Context: an optimization exercise on an open-source flow, tuned for small area, a short achievable clock period and few clock cycles. The choices shown serve that exercise and are no tape-out recipe. At most, simulation tests tie the RTL to the original design; equivalence was not proved. Power and IR drop assume default switching activity.

==> flow/design.v <==
module shifter(in, shift, sout);
  input [15:0] in;
  input [1:0] shift;
  output reg [15:0] sout;
  always @(*)
    case (shift)
      2'b00: sout = in;
      2'b01: sout = {in[14:0], 1'b0};
      2'b10: sout = {1'b0, in[15:1]};
      default: sout = {in[15], in[15:1]};
    endcase
endmodule
module ALUpg(Ain, Bin, is_alu, ALUop, T, G, e);
  input [15:0] Ain, Bin;
  input is_alu;
  input [1:0] ALUop;
  output [15:0] T, G;
  output e;
  wire is_and = is_alu & (ALUop == 2'b10);
  wire use_a  = is_alu & (ALUop != 2'b11);
  wire binv   = is_alu & ALUop[0];
  wire cin    = is_alu & (ALUop == 2'b01);
  wire [15:0] a  = use_a ? Ain : 16'd0;
  wire [15:0] bb = binv ? ~Bin : Bin;
  wire [15:0] t = is_and ? (Ain & Bin) : (a | bb);
  wire [15:0] g = is_and ? 16'd0 : (a & bb);
  wire p0 = cin ? (Ain[0] ^ Bin[0]) : (t[0] & ~g[0]);
  wire g0 = cin ? (Ain[0] | ~Bin[0]) : g[0];
  wire p15 = t[15] & ~g[15];
  assign T = {p15, t[14:1], p0};
  assign G = {p15 ^ Ain[15], g[14:1], g0};
  assign e = is_alu & ~(Ain[15] ^ Bin[15]);
endmodule
module ALUsum(T, G, out, Z, c15);
  input [15:0] T, G;
  output [15:0] out;
  output Z, c15;
  wire [15:0] p = {T[15], T[14:1] & ~G[14:1], T[0]};
  wire [15:0] g0 = {1'b0, G[14:0]};
  wire [15:0] p0 = {1'b0, T[14:1], 1'b0};
  wire [15:0] g1, p1, g2, p2, g3, p3, g4, p4;
  genvar i;
  generate
    for (i = 0; i < 16; i = i + 1) begin : l1
      if (i % 2 == 1) begin
        assign g1[i] = g0[i] | (p0[i] & g0[i-1]);
        assign p1[i] = p0[i] & p0[i-1];
      end else begin
        assign g1[i] = g0[i];
        assign p1[i] = p0[i];
      end
    end
    for (i = 0; i < 16; i = i + 1) begin : l2
      if (i % 4 >= 2) begin
        assign g2[i] = g1[i] | (p1[i] & g1[(i/4)*4+1]);
        assign p2[i] = p1[i] & p1[(i/4)*4+1];
      end else begin
        assign g2[i] = g1[i];
        assign p2[i] = p1[i];
      end
    end
    for (i = 0; i < 16; i = i + 1) begin : l3
      if (i % 8 >= 4) begin
        assign g3[i] = g2[i] | (p2[i] & g2[(i/8)*8+3]);
        assign p3[i] = p2[i] & p2[(i/8)*8+3];
      end else begin
        assign g3[i] = g2[i];
        assign p3[i] = p2[i];
      end
    end
    for (i = 0; i < 16; i = i + 1) begin : l4
      if (i >= 8) begin
        assign g4[i] = g3[i] | (p3[i] & g3[7]);
        assign p4[i] = p3[i] & p3[7];
      end else begin
        assign g4[i] = g3[i];
        assign p4[i] = p3[i];
      end
    end
  endgenerate
  assign out = {p[15:1] ^ g4[14:0], p[0]};
  assign c15 = g4[14];
  assign Z = ~p[0] & ~(p[1] ^ G[0]) & ~|(p[15:2] ^ T[14:1]);
endmodule
module regfile(clk, write, writenum, data_in, sel_a, data_a, sel_b, data_b);
  input clk, write;
  input [2:0] writenum;
  input [7:0] sel_a, sel_b;
  input [15:0] data_in;
  output [15:0] data_a, data_b;
  reg [15:0] R0, R1, R2, R3, R4, R5, R6, R7;
  always @(posedge clk)
    if (write)
      case (writenum)
        3'd0: R0 <= data_in;
        3'd1: R1 <= data_in;
        3'd2: R2 <= data_in;
        3'd3: R3 <= data_in;
        3'd4: R4 <= data_in;
        3'd5: R5 <= data_in;
        3'd6: R6 <= data_in;
        3'd7: R7 <= data_in;
      endcase
  assign data_a = ({16{sel_a[0]}} & R0) | ({16{sel_a[1]}} & R1) | ({16{sel_a[2]}} & R2) | ({16{sel_a[3]}} & R3)
                | ({16{sel_a[4]}} & R4) | ({16{sel_a[5]}} & R5) | ({16{sel_a[6]}} & R6) | ({16{sel_a[7]}} & R7);
  assign data_b = ({16{sel_b[0]}} & R0) | ({16{sel_b[1]}} & R1) | ({16{sel_b[2]}} & R2) | ({16{sel_b[3]}} & R3)
                | ({16{sel_b[4]}} & R4) | ({16{sel_b[5]}} & R5) | ({16{sel_b[6]}} & R6) | ({16{sel_b[7]}} & R7);
endmodule
module cpu(clk, reset, s, load, in, out, N, V, Z, w);
  input clk, reset, s, load;
  input [15:0] in;
  output [15:0] out;
  output N, V, Z, w;
  reg [13:0] ir;
  always @(posedge clk)
    if (load) ir <= in[13:0];
  reg replay;
  always @(posedge clk)
    replay <= s & ~load;
  wire go = (s & load) | replay;
  wire [13:0] I = replay ? ir : in[13:0];
  wire       is_alu  = I[13];           
  wire       is_movi = ~I[13] & I[12];  
  wire [1:0] op = I[12:11];
  wire [2:0] rn = I[10:8];
  wire [1:0] sh = I[4:3];
  wire [2:0] rm = I[2:0];
  reg pw;
  always @(posedge clk)
    pw <= go;
  wire       pmovi = ~ir[13] & ir[12];
  wire [2:0] pwr = pmovi ? ir[10:8] : ir[7:5];
  wire [15:0] result;
  wire [15:0] wdata = pmovi ? {{8{ir[7]}}, ir[7:0]} : result;
  wire [7:0] sel_a = replay ? (8'd1 << ir[10:8]) : (8'd1 << in[10:8]);
  wire [7:0] sel_b = replay ? (8'd1 << ir[2:0]) : (8'd1 << in[2:0]);
  wire [15:0] ra, rb;
  regfile REGFILE(.clk(clk), .write(pw), .writenum(pwr), .data_in(wdata),
                  .sel_a(sel_a), .data_a(ra), .sel_b(sel_b), .data_b(rb));
  wire [15:0] a = (pw && pwr == rn) ? wdata : ra;
  wire [15:0] m = (pw && pwr == rm) ? wdata : rb;
  wire [15:0] b;
  shifter U1(.in(m), .shift(sh), .sout(b));
  wire [15:0] p_in, g_in;
  wire e_in;
  ALUpg U2(.Ain(a), .Bin(b), .is_alu(is_alu), .ALUop(op),
           .T(p_in), .G(g_in), .e(e_in));
  reg [15:0] P, G;
  reg e;
  always @(posedge clk)
    if (go & ~is_movi) begin
      P <= p_in;
      G <= g_in;
      e <= e_in;
    end
  wire zero, c15;
  ALUsum U3(.T(P), .G(G), .out(result), .Z(zero), .c15(c15));
  reg w_r;
  always @(posedge clk)
    w_r <= ~reset & ~(s & ~load);
  assign out = result;
  assign N = result[15];
  assign Z = zero;
  assign V = e & (c15 ^ G[15]);
  assign w = w_r;
endmodule
==> flow/config.mk <==
export PLATFORM = sky130hd
export DESIGN_NAME = cpu
export DESIGN_NICKNAME = cpu
export VERILOG_FILES = /design/flow/design.v
export SDC_FILE = /design/flow/constraint.sdc
export NUM_CORES = 4
export LEC_CHECK = 0
export ABC_AREA = 1
export CAP_MARGIN = 20
export CORE_MARGIN = 2
export CORE_UTILIZATION = 45
export CTS_BUF_LIST = sky130_fd_sc_hd__clkbuf_8
export SETUP_SLACK_MARGIN = 4.5
export SLEW_MARGIN = 20
==> flow/constraint.sdc <==
create_clock -name core_clock -period 8.0 [get_ports {clk}]
set_input_delay 1.6000 -clock core_clock [delete_from_list [all_inputs] [get_ports {clk}]]
set_output_delay 1.6000 -clock core_clock [all_outputs]
set_load 0.01 [all_outputs]
standard.sh (not shown) runs the stock make flow with config.mk's settings and CLKGATE_MAP_FILE= SYNTH_SCRIPT=/design/flow/synth_recipe.tcl, a recipe that flattens the netlist after the stock synthesis.
==> flow/flow/run.sh <==
#!/bin/bash
# The standard layout, with plain buf_2 cells as the port buffers (the
# default pick is a slow delay cell).
export BUFFER_PORTS_ARGS="-buffer_cell sky130_fd_sc_hd__buf_2"
bash standard.sh > standard.log 2>&1
The baseline completed without violations.
Testbench counts at the start, summed over its fixed seeds: cycles 3,200.
==> next run, changes <==
--- a/flow/design.v
+++ b/flow/design.v
@@ -148,11 +148,11 @@
   reg [15:0] P, G;
   reg e;
-  always @(posedge clk)
-    if (go & ~is_movi) begin
-      P <= p_in;
-      G <= g_in;
-      e <= e_in;
-    end
   wire zero, c15;
+  wire go_alu = go & ~is_movi;
+  always @(posedge clk) begin
+    P <= go_alu ? p_in : result;
+    G <= go_alu ? g_in : 16'h8000;
+    e <= go_alu ? e_in : V;
+  end
   ALUsum U3(.T(P), .G(G), .out(result), .Z(zero), .c15(c15));
   reg w_r;
Outcome: The changed run passed the timing, DRC and antenna checks. Core utilization climbs by 2.3 points. Clock power is higher by 18%. Routed wire length came out higher by 4.1%. Non-clock buffer count climbs by 36. Sequential power is about the same. Fmax increases by 3.0%. Power rises by 18%. First-iteration DRC count grows by 18%. Global-route usage went up by 1.4 points. Setup slack improved by 0.10 ns.
For the second run of this note, only the layout was checked, not whether the RTL still works.

---

Starts from the design.v that is shown in full above.
Settings: LEC_CHECK=0, ABC_AREA=1, CAP_MARGIN=20, CORE_MARGIN=2, CORE_UTILIZATION=45, CTS_BUF_LIST=sky130_fd_sc_hd__clkbuf_8, SETUP_SLACK_MARGIN=4.3, SLEW_MARGIN=20; clock period 8.0 ns.
Scripts as last shown in full above: flow/flow/run.sh
Testbench counts at the start, summed over its fixed seeds: cycles 3,200.
Then changed:
--- a/flow/design.v
+++ b/flow/design.v
@@ -145,17 +145,17 @@
   wire e_in;
   ALUpg U2(.Ain(a), .Bin(b), .is_alu(is_alu), .ALUop(op),
            .T(p_in), .G(g_in), .e(e_in));
   reg [15:0] P, G;
   reg e;
-  always @(posedge clk)
-    if (go & ~is_movi) begin
-      P <= p_in;
-      G <= g_in;
-      e <= e_in;
-    end
   wire zero, c15;
+  wire go_alu = go & ~is_movi;
+  always @(posedge clk) begin
+    P <= go_alu ? p_in : result;
+    G <= go_alu ? g_in : 16'h8000;
+    e <= go_alu ? e_in : V;
+  end
   ALUsum U3(.T(P), .G(G), .out(result), .Z(zero), .c15(c15));
   reg w_r;
   always @(posedge clk)
     w_r <= ~reset & ~(s & ~load);
   assign out = result;
After rerunning: The changed run completed with no timing, DRC or antenna violations. Power went up by about a fifth. Global-route usage grows by 1.6 points. Worst setup slack is worse by 0.080 ns. Hold slack degrades by 0.31 ns. Wire length increases by a few percent. Final area went up slightly. Non-clock buffer count grows by 9. Sequential share of layout area went down by 3.2 points.
No functional check of the RTL was part of the second run of this note.

---

Another version of the RTL of cpu (not shown whole).
Size: about 1,100 cells after synthesis, roughly 180 flip-flops, roughly 0.010 mm2 of cells after synthesis.
==> module ALUpg, before the edit <==
module ALUpg(Ain, Bin, is_alu, ALUop, P, G, e);
  input [15:0] Ain, Bin;
  input is_alu;
  input [1:0] ALUop;
  output [15:0] P, G;
  output e;
  wire is_and = is_alu & (ALUop == 2'b10);
  wire use_a  = is_alu & (ALUop != 2'b11);
  wire binv   = is_alu & ALUop[0];
  wire cin    = is_alu & (ALUop == 2'b01);
  wire [15:0] a  = use_a ? Ain : 16'd0;
  wire [15:0] bb = binv ? ~Bin : Bin;
  wire [15:0] p = is_and ? (Ain & Bin) : (a ^ bb);
  wire [15:0] g = is_and ? 16'd0 : (a & bb);
  assign P = {p[15:1], p[0] ^ cin};
  assign G = {p[15] ^ Ain[15], g[14:1], g[0] | (p[0] & cin)};
  assign e = is_alu & ~(Ain[15] ^ Bin[15]);
endmodule
==> module ALUsum, before the edit <==
module ALUsum(P, G, out, Z, c15);
  input [15:0] P, G;
  output [15:0] out;
  output Z, c15;
  wire [15:0] g0 = {1'b0, G[14:1], G[0]};
  wire [15:0] p0 = {P[15:1], 1'b0};
  wire [15:0] g1, p1, g2, p2, g3, p3, g4, p4;
  genvar i;
  generate
    for (i = 0; i < 16; i = i + 1) begin : l1
      if (i % 2 == 1) begin
        assign g1[i] = g0[i] | (p0[i] & g0[i-1]);
        assign p1[i] = p0[i] & p0[i-1];
      end else begin
        assign g1[i] = g0[i];
        assign p1[i] = p0[i];
      end
    end
    for (i = 0; i < 16; i = i + 1) begin : l2
      if (i % 4 >= 2) begin
        assign g2[i] = g1[i] | (p1[i] & g1[(i/4)*4+1]);
        assign p2[i] = p1[i] & p1[(i/4)*4+1];
      end else begin
        assign g2[i] = g1[i];
        assign p2[i] = p1[i];
      end
    end
    for (i = 0; i < 16; i = i + 1) begin : l3
      if (i % 8 >= 4) begin
        assign g3[i] = g2[i] | (p2[i] & g2[(i/8)*8+3]);
        assign p3[i] = p2[i] & p2[(i/8)*8+3];
      end else begin
        assign g3[i] = g2[i];
        assign p3[i] = p2[i];
      end
    end
    for (i = 0; i < 16; i = i + 1) begin : l4
      if (i >= 8) begin
        assign g4[i] = g3[i] | (p3[i] & g3[7]);
        assign p4[i] = p3[i] & p3[7];
      end else begin
        assign g4[i] = g3[i];
        assign p4[i] = p3[i];
      end
    end
  endgenerate
  assign out = {P[15:1] ^ g4[14:0], P[0]};
  assign c15 = g4[14];
  assign Z = ~P[0] & ~(P[1] ^ G[0]) & ~|(P[15:2] ^ (G[14:1] | P[14:1]));
endmodule
==> flow/config.mk <==
export PLATFORM = sky130hd
export DESIGN_NAME = cpu
export DESIGN_NICKNAME = cpu
export VERILOG_FILES = /design/flow/design.v
export SDC_FILE = /design/flow/constraint.sdc
export NUM_CORES = 4
export LEC_CHECK = 0
export ABC_AREA = 1
export CAP_MARGIN = 20
export CORE_MARGIN = 2
export CORE_UTILIZATION = 40
export SETUP_SLACK_MARGIN = 4.3
export SLEW_MARGIN = 20
==> flow/constraint.sdc <==
create_clock -name core_clock -period 8.0 [get_ports {clk}]
set_input_delay 1.6000 -clock core_clock [delete_from_list [all_inputs] [get_ports {clk}]]
set_output_delay 1.6000 -clock core_clock [all_outputs]
set_load 0.01 [all_outputs]
Scripts as last shown in full above: flow/flow/run.sh
Then changed:
--- a/flow/design.v
+++ b/flow/design.v
@@ -21,14 +21,27 @@
   wire binv   = is_alu & ALUop[0];
   wire cin    = is_alu & (ALUop == 2'b01);
   wire [15:0] a  = use_a ? Ain : 16'd0;
   wire [15:0] bb = binv ? ~Bin : Bin;
   wire [15:0] p = is_and ? (Ain & Bin) : (a ^ bb);
   wire [15:0] g = is_and ? 16'd0 : (a & bb);
-  assign P = {p[15:1], p[0] ^ cin};
-  assign G = {p[15] ^ Ain[15], g[14:1], g[0] | (p[0] & cin)};
+  wire p0 = cin ? (Ain[0] ^ Bin[0]) : p[0];
+  wire g0 = cin ? (Ain[0] | ~Bin[0]) : g[0];
+  wire [15:0] pf = {p[15:1], p0};
+  wire [15:0] gf = {p[15] ^ Ain[15], g[14:1], g0};
+  genvar i;
+  generate
+    for (i = 0; i < 16; i = i + 1) begin : pg
+      if (i % 2 == 1 && i < 15) begin
+        assign G[i] = gf[i] | (pf[i] & gf[i-1]);
+      end else begin
+        assign G[i] = gf[i];
+      end
+    end
+  endgenerate
+  assign P = pf;
   assign e = is_alu & ~(Ain[15] ^ Bin[15]);
 endmodule
 module ALUsum(P, G, out, Z, c15);
   input [15:0] P, G;
   output [15:0] out;
   output Z, c15;
@@ -36,13 +49,13 @@
   wire [15:0] p0 = {P[15:1], 1'b0};
   wire [15:0] g1, p1, g2, p2, g3, p3, g4, p4;
   genvar i;
   generate
     for (i = 0; i < 16; i = i + 1) begin : l1
       if (i % 2 == 1) begin
-        assign g1[i] = g0[i] | (p0[i] & g0[i-1]);
+        assign g1[i] = g0[i];
         assign p1[i] = p0[i] & p0[i-1];
       end else begin
         assign g1[i] = g0[i];
         assign p1[i] = p0[i];
       end
     end
After rerunning:
- The new run ran to the end with no violations
- combinational power shrinks by 11%
- clock power grows by about 2%
- worst setup slack improved by 76 ps
- non-clock buffer count shrinks by 7
- count of clock-buffer cells in the layout shrinks by 1
- worst hold slack got worse by 47 ps
- core utilization shrinks by 1.9 points
Testbench counts after the change, summed over its fixed seeds: cycles 3,200.
For the first run of this note, only the layout was checked, not whether the RTL still works.

---

Setup of indigo:
cpu, a different RTL version from the one above (not shown whole).
Size in the first run: ~1,200 cells after synthesis, roughly 180 flip-flops, roughly 10,000 sq um of cells after synthesis.
==> module ALUpg, before the edit <==
module ALUpg(Ain, Bin, is_alu, ALUop, P, G, e);
  input [15:0] Ain, Bin;
  input is_alu;
  input [1:0] ALUop;
  output [15:0] P, G;
  output e;
  wire is_and = is_alu & (ALUop == 2'b10);
  wire use_a  = is_alu & (ALUop != 2'b11);
  wire binv   = is_alu & ALUop[0];
  wire cin    = is_alu & (ALUop == 2'b01);
  wire [15:0] a  = use_a ? Ain : 16'd0;
  wire [15:0] bb = binv ? ~Bin : Bin;
  wire [15:0] p = is_and ? (Ain & Bin) : (a ^ bb);
  wire [15:0] g = is_and ? 16'd0 : (a & bb);
  wire p0 = cin ? (Ain[0] ^ Bin[0]) : p[0];
  wire g0 = cin ? (Ain[0] | ~Bin[0]) : g[0];
  wire [15:0] pf = {p[15:1], p0};
  wire [15:0] gf = {p[15] ^ Ain[15], g[14:1], g0};
  genvar i;
  generate
    for (i = 0; i < 16; i = i + 1) begin : pg
      if (i % 2 == 1 && i < 15) begin
        assign G[i] = gf[i] | (pf[i] & gf[i-1]);
      end else begin
        assign G[i] = gf[i];
      end
    end
  endgenerate
  assign P = pf;
  assign e = is_alu & ~(Ain[15] ^ Bin[15]);
endmodule
==> module ALUsum, before the edit <==
module ALUsum(P, G, out, Z, c15);
  input [15:0] P, G;
  output [15:0] out;
  output Z, c15;
  wire [15:0] g0 = {1'b0, G[14:1], G[0]};
  wire [15:0] p0 = {P[15:1], 1'b0};
  wire [15:0] g1, p1, g2, p2, g3, p3, g4, p4;
  genvar i;
  generate
    for (i = 0; i < 16; i = i + 1) begin : l1
      if (i % 2 == 1) begin
        assign g1[i] = g0[i];
        assign p1[i] = p0[i] & p0[i-1];
      end else begin
        assign g1[i] = g0[i];
        assign p1[i] = p0[i];
      end
    end
    for (i = 0; i < 16; i = i + 1) begin : l2
      if (i % 4 >= 2) begin
        assign g2[i] = g1[i] | (p1[i] & g1[(i/4)*4+1]);
        assign p2[i] = p1[i] & p1[(i/4)*4+1];
      end else begin
        assign g2[i] = g1[i];
        assign p2[i] = p1[i];
      end
    end
    for (i = 0; i < 16; i = i + 1) begin : l3
      if (i % 8 >= 4) begin
        assign g3[i] = g2[i] | (p2[i] & g2[(i/8)*8+3]);
        assign p3[i] = p2[i] & p2[(i/8)*8+3];
      end else begin
        assign g3[i] = g2[i];
        assign p3[i] = p2[i];
      end
    end
    for (i = 0; i < 16; i = i + 1) begin : l4
      if (i >= 8) begin
        assign g4[i] = g3[i] | (p3[i] & g3[7]);
        assign p4[i] = p3[i] & p3[7];
      end else begin
        assign g4[i] = g3[i];
        assign p4[i] = p3[i];
      end
    end
  endgenerate
  assign out = {P[15:1] ^ g4[14:0], P[0]};
  assign c15 = g4[14];
  assign Z = ~P[0] & ~(P[1] ^ G[0]) & ~|(P[15:2] ^ (G[14:1] | P[14:1]));
endmodule
==> module cpu, before the edit <==
module cpu(clk, reset, s, load, in, out, N, V, Z, w);
  input clk, reset, s, load;
  input [15:0] in;
  output [15:0] out;
  output N, V, Z, w;
  reg [13:0] ir;
  always @(posedge clk)
    if (load) ir <= in[13:0];
  reg replay;
  always @(posedge clk)
    replay <= s & ~load;
  wire go = (s & load) | replay;
  wire [13:0] I = replay ? ir : in[13:0];
  wire       is_alu  = I[13];           
  wire       is_movi = ~I[13] & I[12];  
  wire [1:0] op = I[12:11];
  wire [2:0] rn = I[10:8];
  wire [1:0] sh = I[4:3];
  wire [2:0] rm = I[2:0];
  reg pw;
  always @(posedge clk)
    pw <= go;
  wire       pmovi = ~ir[13] & ir[12];
  wire [2:0] pwr = pmovi ? ir[10:8] : ir[7:5];
  wire [15:0] result;
  wire [15:0] wdata = pmovi ? {{8{ir[7]}}, ir[7:0]} : result;
  wire [15:0] ra, rb;
  regfile REGFILE(.clk(clk), .write(pw), .writenum(pwr), .data_in(wdata),
                  .readnum_a(rn), .data_a(ra), .readnum_b(rm), .data_b(rb));
  wire [15:0] a = (pw && pwr == rn) ? wdata : ra;
  wire [15:0] m = (pw && pwr == rm) ? wdata : rb;
  wire [15:0] b;
  shifter U1(.in(m), .shift(sh), .sout(b));
  wire [15:0] p_in, g_in;
  wire e_in;
  ALUpg U2(.Ain(a), .Bin(b), .is_alu(is_alu), .ALUop(op),
           .P(p_in), .G(g_in), .e(e_in));
  reg [15:0] P, G;
  reg e;
  wire zero, c15;
  wire go_alu = go & ~is_movi;
  always @(posedge clk) begin
    P <= go_alu ? p_in : result;
    G <= go_alu ? g_in : 16'h8000;
    e <= go_alu ? e_in : V;
  end
  ALUsum U3(.P(P), .G(G), .out(result), .Z(zero), .c15(c15));
  reg w_r;
  always @(posedge clk)
    w_r <= ~reset & ~(s & ~load);
  assign out = result;
  assign N = result[15];
  assign Z = zero;
  assign V = e & (c15 ^ G[15]);
  assign w = w_r;
endmodule
clock: 8.0 ns
lec_check: 0
abc_area: 1
cap_margin: 20
core_margin: 2
core_utilization: 40
cts_buf_list: sky130_fd_sc_hd__clkbuf_8
setup_slack_margin: 4.5
slew_margin: 20
Scripts as last shown in full above: flow/flow/run.sh
Per the final summary, indigo finished and its layout is clean on timing, DRC and antenna.
Edits applied to the flow inputs when going from indigo to quartz:
-- flow/design.v --
<<< indigo, line 11
    endcase
endmodule
module ALUpg(Ain, Bin, is_alu, ALUop, P, G, e);
  input [15:0] Ain, Bin;
  input is_alu;
  input [1:0] ALUop;
  output [15:0] P, G;
  output e;
  wire is_and = is_alu & (ALUop == 2'b10);
>>> quartz, line 11
    endcase
endmodule
module ALUpg(Ain, Bin, is_alu, ALUop, T, G, e);
  input [15:0] Ain, Bin;
  input is_alu;
  input [1:0] ALUop;
  output [15:0] T, G;
  output e;
  wire is_and = is_alu & (ALUop == 2'b10);
<<< indigo, line 23
  wire [15:0] a  = use_a ? Ain : 16'd0;
  wire [15:0] bb = binv ? ~Bin : Bin;
  wire [15:0] p = is_and ? (Ain & Bin) : (a ^ bb);
  wire [15:0] g = is_and ? 16'd0 : (a & bb);
  wire p0 = cin ? (Ain[0] ^ Bin[0]) : p[0];
  wire g0 = cin ? (Ain[0] | ~Bin[0]) : g[0];
  wire [15:0] pf = {p[15:1], p0};
  wire [15:0] gf = {p[15] ^ Ain[15], g[14:1], g0};
  genvar i;
  generate
    for (i = 0; i < 16; i = i + 1) begin : pg
      if (i % 2 == 1 && i < 15) begin
        assign G[i] = gf[i] | (pf[i] & gf[i-1]);
      end else begin
        assign G[i] = gf[i];
      end
    end
  endgenerate
  assign P = pf;
  assign e = is_alu & ~(Ain[15] ^ Bin[15]);
endmodule
module ALUsum(P, G, out, Z, c15);
  input [15:0] P, G;
  output [15:0] out;
  output Z, c15;
  wire [15:0] g0 = {1'b0, G[14:1], G[0]};
  wire [15:0] p0 = {P[15:1], 1'b0};
  wire [15:0] g1, p1, g2, p2, g3, p3, g4, p4;
  genvar i;
>>> quartz, line 23
  wire [15:0] a  = use_a ? Ain : 16'd0;
  wire [15:0] bb = binv ? ~Bin : Bin;
  wire [15:0] t = is_and ? (Ain & Bin) : (a | bb);
  wire [15:0] g = is_and ? 16'd0 : (a & bb);
  wire p0 = cin ? (Ain[0] ^ Bin[0]) : (t[0] & ~g[0]);
  wire g0 = cin ? (Ain[0] | ~Bin[0]) : g[0];
  wire p15 = t[15] & ~g[15];
  assign T = {p15, t[14:1], p0};
  assign G = {p15 ^ Ain[15], g[14:1], g0};
  assign e = is_alu & ~(Ain[15] ^ Bin[15]);
endmodule
module ALUsum(T, G, out, Z, c15);
  input [15:0] T, G;
  output [15:0] out;
  output Z, c15;
  wire [15:0] p = {T[15], T[14:1] & ~G[14:1], T[0]};
  wire [15:0] g0 = {1'b0, G[14:0]};
  wire [15:0] p0 = {1'b0, T[14:1], 1'b0};
  wire [15:0] g1, p1, g2, p2, g3, p3, g4, p4;
  genvar i;
<<< indigo, line 53
    for (i = 0; i < 16; i = i + 1) begin : l1
      if (i % 2 == 1) begin
        assign g1[i] = g0[i];
        assign p1[i] = p0[i] & p0[i-1];
      end else begin
>>> quartz, line 44
    for (i = 0; i < 16; i = i + 1) begin : l1
      if (i % 2 == 1) begin
        assign g1[i] = g0[i] | (p0[i] & g0[i-1]);
        assign p1[i] = p0[i] & p0[i-1];
      end else begin
<<< indigo, line 88
    end
  endgenerate
  assign out = {P[15:1] ^ g4[14:0], P[0]};
  assign c15 = g4[14];
  assign Z = ~P[0] & ~(P[1] ^ G[0]) & ~|(P[15:2] ^ (G[14:1] | P[14:1]));
endmodule
module regfile(clk, write, writenum, data_in, readnum_a, data_a, readnum_b, data_b);
>>> quartz, line 79
    end
  endgenerate
  assign out = {p[15:1] ^ g4[14:0], p[0]};
  assign c15 = g4[14];
  assign Z = ~p[0] & ~(p[1] ^ G[0]) & ~|(p[15:2] ^ T[14:1]);
endmodule
module regfile(clk, write, writenum, data_in, readnum_a, data_a, readnum_b, data_b);
<<< indigo, line 163
  wire e_in;
  ALUpg U2(.Ain(a), .Bin(b), .is_alu(is_alu), .ALUop(op),
           .P(p_in), .G(g_in), .e(e_in));
  reg [15:0] P, G;
  reg e;
  wire zero, c15;
  wire go_alu = go & ~is_movi;
  always @(posedge clk) begin
    P <= go_alu ? p_in : result;
    G <= go_alu ? g_in : 16'h8000;
    e <= go_alu ? e_in : V;
  end
  ALUsum U3(.P(P), .G(G), .out(result), .Z(zero), .c15(c15));
  reg w_r;
  always @(posedge clk)
>>> quartz, line 154
  wire e_in;
  ALUpg U2(.Ain(a), .Bin(b), .is_alu(is_alu), .ALUop(op),
           .T(p_in), .G(g_in), .e(e_in));
  reg [15:0] P, G;
  reg e;
  always @(posedge clk)
    if (go & ~is_movi) begin
      P <= p_in;
      G <= g_in;
      e <= e_in;
    end
  wire zero, c15;
  ALUsum U3(.T(P), .G(G), .out(result), .Z(zero), .c15(c15));
  reg w_r;
  always @(posedge clk)
### Flow results
Last element of the critical path: Z -> quartz, P[13] -> indigo. indigo -> quartz: routed wire length on met3 decreased by more than 10%. Taking indigo as the reference, in quartz time the final worst path needs with I/O delays and setup picked up an extra 0.078 ns, global-route usage lost 0.81 points, total length of routed wires lost 3.6%, portion of the clock cycle consumed by the worst path in the final layout picked up an extra 0.98 points. Of quartz and indigo, indigo shows the lower part of the total power dissipated in the clock network, with quartz above it. As far as clock tree buffer depth is concerned, quartz and indigo perform about the same. In quartz, number of cells upsized or downsized after cts is lower than in indigo. quartz ends up with lower global routing met3 resource utilization than indigo does. On total placed instance area, quartz and indigo are basically level. quartz: synthesized netlist cell count lower than indigo. Higher post-detailed-placement half-perimeter wirelength goes to indigo over quartz. Overall power in quartz vs indigo: down 14%.
Testbench counts of quartz, summed over its fixed seeds: cycles 3,200.
For indigo, only the layout was checked, not whether the RTL still works.

## port drivers added, routing unchanged
No port has a modelled driver above. Below, the same layouts with a new extraction and two added sets of constraints.
Step 1 sets driving cells, clkbuf_16 on the clock port and buf_2 on the other inputs (assumed; they add their load-dependent delay and slew).
Step 2, shift: input delay + t, output delay - t, t = (earliest + latest rising clock arrival at the registers) / 2. This alone moves slack from input paths to output paths.
a / b / c = ideal / step 1 / step 2; a / b = the first two.
run | t, ns | setup WS [ns] | worst setup path after step 2
the first run of note 1 | 0.506 | 4.420 / 4.379 / 4.112 | input to register
the second run of note 1 | 0.522 | 4.522 / 4.481 / 4.097 | input to register
the first run of note 2 | 0.510 | 4.412 / 4.372 / 3.966 | input to register
the second run of note 2 | 0.518 | 4.333 / 4.355 / 3.837 | input to register
the first run of note 3 | 0.480 | 4.300 / 4.309 / 3.829 | input to register
the second run of note 3 | 0.489 | 4.376 / 4.383 / 3.917 | input to register
indigo | 0.529 | 4.490 / 4.477 / 3.965 | input to register
quartz | 0.521 | 4.412 / 4.368 / 4.017 | input to register
After both steps setup and hold are still met in every run listed. The setup slack of indigo, which loses most, moves by -0.013 ns with the drivers and by -0.525 ns with both steps.
